Background: an optimization exercise with open tools, aiming at small area, a short achievable clock period and few clock cycles per item. Do not read the settings as production practice. Function was checked by simulation only, so behaviour that the tests miss may differ from the original. The flow treats the clock pin as an ideal source. Dropping or thinning the clock tree relies on that and would not hold on a real chip.

Design toplv_matmul, start of the top module:
module toplv_matmul(input st, rst, clk, input [7:0] data_in,
                    output done, output [7:0] dataout);
Size in the first run: ~770 cells after synthesis, ~20 I/O pins.
clock: 10.0 ns
lec_check: 0
cap_margin: 20
core_margin: 2
core_utilization: 40
slew_margin: 20
run.sh (not shown) runs the stock make flow with config.mk's settings and CLKGATE_MAP_FILE= SYNTH_SCRIPT=/design/flow/synth_recipe.tcl, a recipe that flattens the netlist after the stock synthesis.
The baseline passed the timing, DRC and antenna checks.
Testbench counts at the start, summed over its fixed seeds: cycles 4,704, items 96.
Change:
- CTS_BUF_LIST: unset -> sky130_fd_sc_hd__clkbuf_4
The new run completed without violations.
Core utilization shrinks by 0.79 points.
Setup slack loses 17 ps.
Hold slack loses 21 ps.
Via count grows by about 3.6%.
Clock skew grows by 28 ps.
Synthesized area is unchanged.
Final area shrinks by about 1.7%.
Fmax shrinks by about 0.43%.
Final cell count grows by about 4.4%.
First-iteration DRC count grows by about 13%.

* * *

toplv_matmul, a different RTL version from the one above (not shown whole).
For scale: about 780 cells after synthesis.
Settings: LEC_CHECK=0, CAP_MARGIN=20, CORE_MARGIN=2, CORE_UTILIZATION=60, CTS_BUF_LIST=sky130_fd_sc_hd__clkbuf_8, CTS_CLUSTER_DIAMETER=60, CTS_CLUSTER_SIZE=18, SLEW_MARGIN=20, SYNTH_HIERARCHICAL=1, SYNTH_MINIMUM_KEEP_SIZE=0; clock period 10.0 ns.
standard.sh (not shown) runs the stock make flow with config.mk's settings and CLKGATE_MAP_FILE= SYNTH_SCRIPT=/design/flow/synth_recipe.tcl, a recipe that flattens the netlist after the stock synthesis.
==> flow/flow/run.sh <==
#!/bin/bash
set -euo pipefail
cd "$(dirname "$0")/.."
source flow/knobs.sh
bash standard.sh > flow_make.log 2>&1
==> flow/flow/knobs.sh <==
# settings for how the layout is made (see run.sh)
export SETUP_SLACK_MARGIN=7.4
export BUFFER_PORTS_ARGS="-buffer_cell sky130_fd_sc_hd__buf_2"
export PRE_CTS_TCL="$PWD/flow/manual_cts.tcl"
export MANUAL_CTS_NLEAF=10
export MANUAL_CTS_TOP=sky130_fd_sc_hd__clkinv_16
export MANUAL_CTS_LEAF=sky130_fd_sc_hd__clkinv_8
==> flow/flow/manual_cts.tcl <==
# A clock tree of two levels of clock buffers or inverters (MANUAL_CTS_TOP,
# MANUAL_CTS_LEAF; two inverter levels give the true clock). The flip-flops
# are grouped into NLEAF clusters by k-means on their placed locations, each
# driven by a leaf cell at its centre; the leaf cells are grouped the same
# way into NTOP clusters, each driven by a top cell that the clock port
# drives. Every flip-flop is thus two cells from the port, and no register's
# clock is delayed more than the others' on purpose. Run as the CTS step's
# PRE hook; clock_tree_synthesis (and repair_clock_inverters, which would
# clone the leaf inverters) are then skipped.
set nleaf 14
set ntop 4
if { [info exists ::env(MANUAL_CTS_NLEAF)] } { set nleaf $::env(MANUAL_CTS_NLEAF) }
set ::mcts_block [ord::get_db_block]
set block $::mcts_block
set db [ord::get_db]
set clk_net [$block findNet clk]
set top_master [$db findMaster sky130_fd_sc_hd__clkbuf_16]
if { [info exists ::env(MANUAL_CTS_TOP)] } { set top_master [$db findMaster $::env(MANUAL_CTS_TOP)] }
set leaf_master [$db findMaster sky130_fd_sc_hd__clkbuf_8]
if { [info exists ::env(MANUAL_CTS_LEAF)] } { set leaf_master [$db findMaster $::env(MANUAL_CTS_LEAF)] }

# pts: list of {item x y}; returns {centres assignment counts}. k-means
# with balanced clusters: each round assigns the closest point-centre pairs
# first, at most ceil(n/nk) points to a centre.
proc mcts_kmeans { pts nk } {
  set n [llength $pts]
  set sorted [lsort -real -index 1 $pts]
  set cents {}
  for {set k 0} {$k < $nk} {incr k} {
    set s [lindex $sorted [expr {int(($k + 0.5) * $n / $nk)}]]
    lappend cents [list [lindex $s 1] [lindex $s 2]]
  }
  set cap [expr {int(ceil(double($n) / $nk))}]
  for {set iter 0} {$iter < 40} {incr iter} {
    set pairs {}
    set i 0
    foreach s $pts {
      for {set k 0} {$k < $nk} {incr k} {
        set c [lindex $cents $k]
        lappend pairs [list [expr {abs([lindex $s 1] - [lindex $c 0]) + abs([lindex $s 2] - [lindex $c 1])}] $i $k]
      }
      incr i
    }
    set pairs [lsort -real -index 0 $pairs]
    set assign [lrepeat $n -1]
    set cnt [lrepeat $nk 0]
    set left $n
    foreach pr $pairs {
      lassign $pr d i k
      if {[lindex $assign $i] >= 0 || [lindex $cnt $k] >= $cap} continue
      lset assign $i $k
      lset cnt $k [expr {[lindex $cnt $k] + 1}]
      if {[incr left -1] == 0} break
    }
    set sumx [lrepeat $nk 0.0]; set sumy [lrepeat $nk 0.0]
    foreach s $pts k $assign {
      lset sumx $k [expr {[lindex $sumx $k] + [lindex $s 1]}]
      lset sumy $k [expr {[lindex $sumy $k] + [lindex $s 2]}]
    }
    for {set k 0} {$k < $nk} {incr k} {
      if {[lindex $cnt $k] > 0} {
        lset cents $k [list [expr {[lindex $sumx $k] / [lindex $cnt $k]}] [expr {[lindex $sumy $k] / [lindex $cnt $k]}]]
      }
    }
  }
  return [list $cents $assign $cnt]
}

proc mcts_buffer { name master cx cy in_net } {

  set inst [odb::dbInst_create $::mcts_block $master $name]
  set w [$master getWidth]; set h [$master getHeight]
  $inst setLocation [expr {int($cx - $w / 2)}] [expr {int($cy - $h / 2)}]
  $inst setPlacementStatus PLACED
  set net [odb::dbNet_create $::mcts_block "${name}_net"]
  $net setSigType CLOCK
  [$inst findITerm A] connect $in_net
  foreach it [$inst getITerms] {
    if { [$it getIoType] eq "OUTPUT" && [[$it getMTerm] getSigType] eq "SIGNAL" } { $it connect $net }
  }
  return [list $inst $net]
}

set sinks {}
foreach it [$clk_net getITerms] {
  set inst [$it getInst]
  set loc [$inst getLocation]
  set m [$inst getMaster]
  lappend sinks [list $it [expr {[lindex $loc 0] + [$m getWidth] / 2.0}] [expr {[lindex $loc 1] + [$m getHeight] / 2.0}]]
}
puts "manual_cts: [llength $sinks] sinks, $nleaf leaf buffers, $ntop top buffers"
lassign [mcts_kmeans $sinks $nleaf] lcents lassign lcnt
set leaves {}
for {set k 0} {$k < $nleaf} {incr k} {
  lappend leaves [list $k {*}[lindex $lcents $k]]
}
lassign [mcts_kmeans $leaves $ntop] tcents tassign tcnt
for {set t 0} {$t < $ntop} {incr t} {
  lassign [mcts_buffer "clkbuf_top_$t" $top_master {*}[lindex $tcents $t] $clk_net] tinst tnet($t)
}
for {set k 0} {$k < $nleaf} {incr k} {
  set t [lindex $tassign $k]
  lassign [mcts_buffer "clkbuf_leaf_$k" $leaf_master {*}[lindex $lcents $k] $tnet($t)] linst lnet($k)
}
foreach s $sinks k $lassign {
  set it [lindex $s 0]
  $it disconnect
  $it connect $lnet($k)
}
puts "manual_cts: leaf sizes $lcnt, top sizes $tcnt"
proc clock_tree_synthesis { args } {
  puts "manual_cts: clock_tree_synthesis skipped; manual_cts.tcl built the clock tree"
}
proc repair_clock_inverters { args } {
  puts "manual_cts: repair_clock_inverters skipped; the tree's inverters are balanced as built"
}
Testbench counts at the start, summed over its fixed seeds: cycles 4,704, items 96.
==> next run, changes <==
==> flow/flow/knobs.sh (replaced) <==
# settings for how the layout is made (see run.sh)
export SETUP_SLACK_MARGIN=7.0
export BUFFER_PORTS_ARGS="-buffer_cell sky130_fd_sc_hd__buf_2"
export PRE_CTS_TCL="$PWD/flow/manual_cts.tcl"
export MANUAL_CTS_NLEAF=14
export MANUAL_CTS_TOP=sky130_fd_sc_hd__clkinv_16
export MANUAL_CTS_LEAF=sky130_fd_sc_hd__clkinv_8
--- a/flow/flow/manual_cts.tcl
+++ b/flow/flow/manual_cts.tcl
@@ -20,7 +20,5 @@
 if { [info exists ::env(MANUAL_CTS_LEAF)] } { set leaf_master [$db findMaster $::env(MANUAL_CTS_LEAF)] }
 
-# pts: list of {item x y}; returns {centres assignment counts}. k-means
-# with balanced clusters: each round assigns the closest point-centre pairs
-# first, at most ceil(n/nk) points to a centre.
+# pts: list of {item x y}; returns {centres assignment}
 proc mcts_kmeans { pts nk } {
   set n [llength $pts]
@@ -31,30 +29,21 @@
     lappend cents [list [lindex $s 1] [lindex $s 2]]
   }
-  set cap [expr {int(ceil(double($n) / $nk))}]
-  for {set iter 0} {$iter < 40} {incr iter} {
-    set pairs {}
-    set i 0
+  # balance: a cluster's distance grows with its size beyond n/nk
+  set cap [expr {double($n) / $nk}]
+  for {set iter 0} {$iter < 60} {incr iter} {
+    set sumx [lrepeat $nk 0.0]; set sumy [lrepeat $nk 0.0]; set cnt [lrepeat $nk 0]
+    set assign {}
     foreach s $pts {
+      set best -1; set bd 1e30
       for {set k 0} {$k < $nk} {incr k} {
         set c [lindex $cents $k]
-        lappend pairs [list [expr {abs([lindex $s 1] - [lindex $c 0]) + abs([lindex $s 2] - [lindex $c 1])}] $i $k]
+        set d [expr {abs([lindex $s 1] - [lindex $c 0]) + abs([lindex $s 2] - [lindex $c 1])}]
+        set d [expr {$d * (1.0 + 0.5 * max(0.0, [lindex $cnt $k] - $cap) / $cap)}]
+        if {$d < $bd} { set bd $d; set best $k }
       }
-      incr i
-    }
-    set pairs [lsort -real -index 0 $pairs]
-    set assign [lrepeat $n -1]
-    set cnt [lrepeat $nk 0]
-    set left $n
-    foreach pr $pairs {
-      lassign $pr d i k
-      if {[lindex $assign $i] >= 0 || [lindex $cnt $k] >= $cap} continue
-      lset assign $i $k
-      lset cnt $k [expr {[lindex $cnt $k] + 1}]
-      if {[incr left -1] == 0} break
-    }
-    set sumx [lrepeat $nk 0.0]; set sumy [lrepeat $nk 0.0]
-    foreach s $pts k $assign {
-      lset sumx $k [expr {[lindex $sumx $k] + [lindex $s 1]}]
-      lset sumy $k [expr {[lindex $sumy $k] + [lindex $s 2]}]
+      lappend assign $best
+      lset sumx $best [expr {[lindex $sumx $best] + [lindex $s 1]}]
+      lset sumy $best [expr {[lindex $sumy $best] + [lindex $s 2]}]
+      lset cnt $best [expr {[lindex $cnt $best] + 1}]
     }
     for {set k 0} {$k < $nk} {incr k} {
Outcome: The changed run completed with no timing, DRC or antenna violations. Register-to-register slack degrades by 140 ps. Worst setup slack degrades by 180 ps. Cell count is lower by 0.31%.
==> next run, changes <==
--- a/flow/flow/knobs.sh
+++ b/flow/flow/knobs.sh
@@ -1,4 +1,4 @@
 # settings for how the layout is made (see run.sh)
-export SETUP_SLACK_MARGIN=7.0
+export SETUP_SLACK_MARGIN=7.3
 export BUFFER_PORTS_ARGS="-buffer_cell sky130_fd_sc_hd__buf_2"
 export PRE_CTS_TCL="$PWD/flow/manual_cts.tcl"
--- a/flow/flow/manual_cts.tcl
+++ b/flow/flow/manual_cts.tcl
@@ -20,5 +20,7 @@
 if { [info exists ::env(MANUAL_CTS_LEAF)] } { set leaf_master [$db findMaster $::env(MANUAL_CTS_LEAF)] }
 
-# pts: list of {item x y}; returns {centres assignment}
+# pts: list of {item x y}; returns {centres assignment counts}. k-means
+# with balanced clusters: each round assigns the closest point-centre pairs
+# first, at most ceil(n/nk) points to a centre.
 proc mcts_kmeans { pts nk } {
   set n [llength $pts]
@@ -29,21 +31,30 @@
     lappend cents [list [lindex $s 1] [lindex $s 2]]
   }
-  # balance: a cluster's distance grows with its size beyond n/nk
-  set cap [expr {double($n) / $nk}]
-  for {set iter 0} {$iter < 60} {incr iter} {
-    set sumx [lrepeat $nk 0.0]; set sumy [lrepeat $nk 0.0]; set cnt [lrepeat $nk 0]
-    set assign {}
+  set cap [expr {int(ceil(double($n) / $nk))}]
+  for {set iter 0} {$iter < 40} {incr iter} {
+    set pairs {}
+    set i 0
     foreach s $pts {
-      set best -1; set bd 1e30
       for {set k 0} {$k < $nk} {incr k} {
         set c [lindex $cents $k]
-        set d [expr {abs([lindex $s 1] - [lindex $c 0]) + abs([lindex $s 2] - [lindex $c 1])}]
-        set d [expr {$d * (1.0 + 0.5 * max(0.0, [lindex $cnt $k] - $cap) / $cap)}]
-        if {$d < $bd} { set bd $d; set best $k }
+        lappend pairs [list [expr {abs([lindex $s 1] - [lindex $c 0]) + abs([lindex $s 2] - [lindex $c 1])}] $i $k]
       }
-      lappend assign $best
-      lset sumx $best [expr {[lindex $sumx $best] + [lindex $s 1]}]
-      lset sumy $best [expr {[lindex $sumy $best] + [lindex $s 2]}]
-      lset cnt $best [expr {[lindex $cnt $best] + 1}]
+      incr i
+    }
+    set pairs [lsort -real -index 0 $pairs]
+    set assign [lrepeat $n -1]
+    set cnt [lrepeat $nk 0]
+    set left $n
+    foreach pr $pairs {
+      lassign $pr d i k
+      if {[lindex $assign $i] >= 0 || [lindex $cnt $k] >= $cap} continue
+      lset assign $i $k
+      lset cnt $k [expr {[lindex $cnt $k] + 1}]
+      if {[incr left -1] == 0} break
+    }
+    set sumx [lrepeat $nk 0.0]; set sumy [lrepeat $nk 0.0]
+    foreach s $pts k $assign {
+      lset sumx $k [expr {[lindex $sumx $k] + [lindex $s 1]}]
+      lset sumy $k [expr {[lindex $sumy $k] + [lindex $s 2]}]
     }
     for {set k 0} {$k < $nk} {incr k} {
- CORE_UTILIZATION: 60 -> 50
Result:
- The changed run finished with timing, DRC and antenna clean
- worst hold slack is better by 15 ps
- routed wire length stays flat
- setup slack is better by 170 ps
- sequential share of layout area fell by 0.45 points
- core utilization falls by 11 points
- die area goes up by about a fifth
- first-iteration DRC count fell by about a fifth
- synthesized area does not change
No run of this note takes its clock network from TritonCTS; it comes from the design's own scripts or RTL.

[separate check: timing with driven ports]
How much do the figures lean on ideal ports? The routed layouts below were timed once more, with nothing changed but the port constraints.
Step 1 (the two cells are an assumption about what drives the block):
set clk [get_ports {clk}]
set_driving_cell -lib_cell sky130_fd_sc_hd__clkbuf_16 $clk
set_driving_cell -lib_cell sky130_fd_sc_hd__buf_2 [delete_from_list [all_inputs] $clk]
Step 2 moves the port delays by t, midway between the first and last clock arrival at a register: inputs arrive t later, outputs are due t later. That takes back most of the time a late clock gives input paths.
Slacks: ideal / step 1 / step 2; pairs: ideal / step 1.
run	t, ns	setup slack, ns	hold WS [ns]	worst register clock-pin slew, ns
the first run of note 1	0.550	5.998 / 5.998 / 5.998	0.319 / 0.319 / 0.319	0.06 / 0.06
the second run of note 1	0.688	5.980 / 5.980 / 5.980	0.298 / 0.298 / 0.298	0.07 / 0.07
the first run of note 2	0.351	7.420 / 7.214 / 7.249	0.306 / 0.306 / 0.306	0.10 / 0.10
the second run of note 2	0.361	7.239 / 7.190 / 7.066	0.307 / 0.308 / 0.308	0.09 / 0.09
the third run of note 2	0.354	7.406 / 7.222 / 7.232	0.322 / 0.323 / 0.323	0.07 / 0.07
After both steps setup and hold are still met in every run listed. The setup slack of the third run of note 2, which loses most, moves by -0.184 ns with the drivers and by -0.174 ns with both steps.
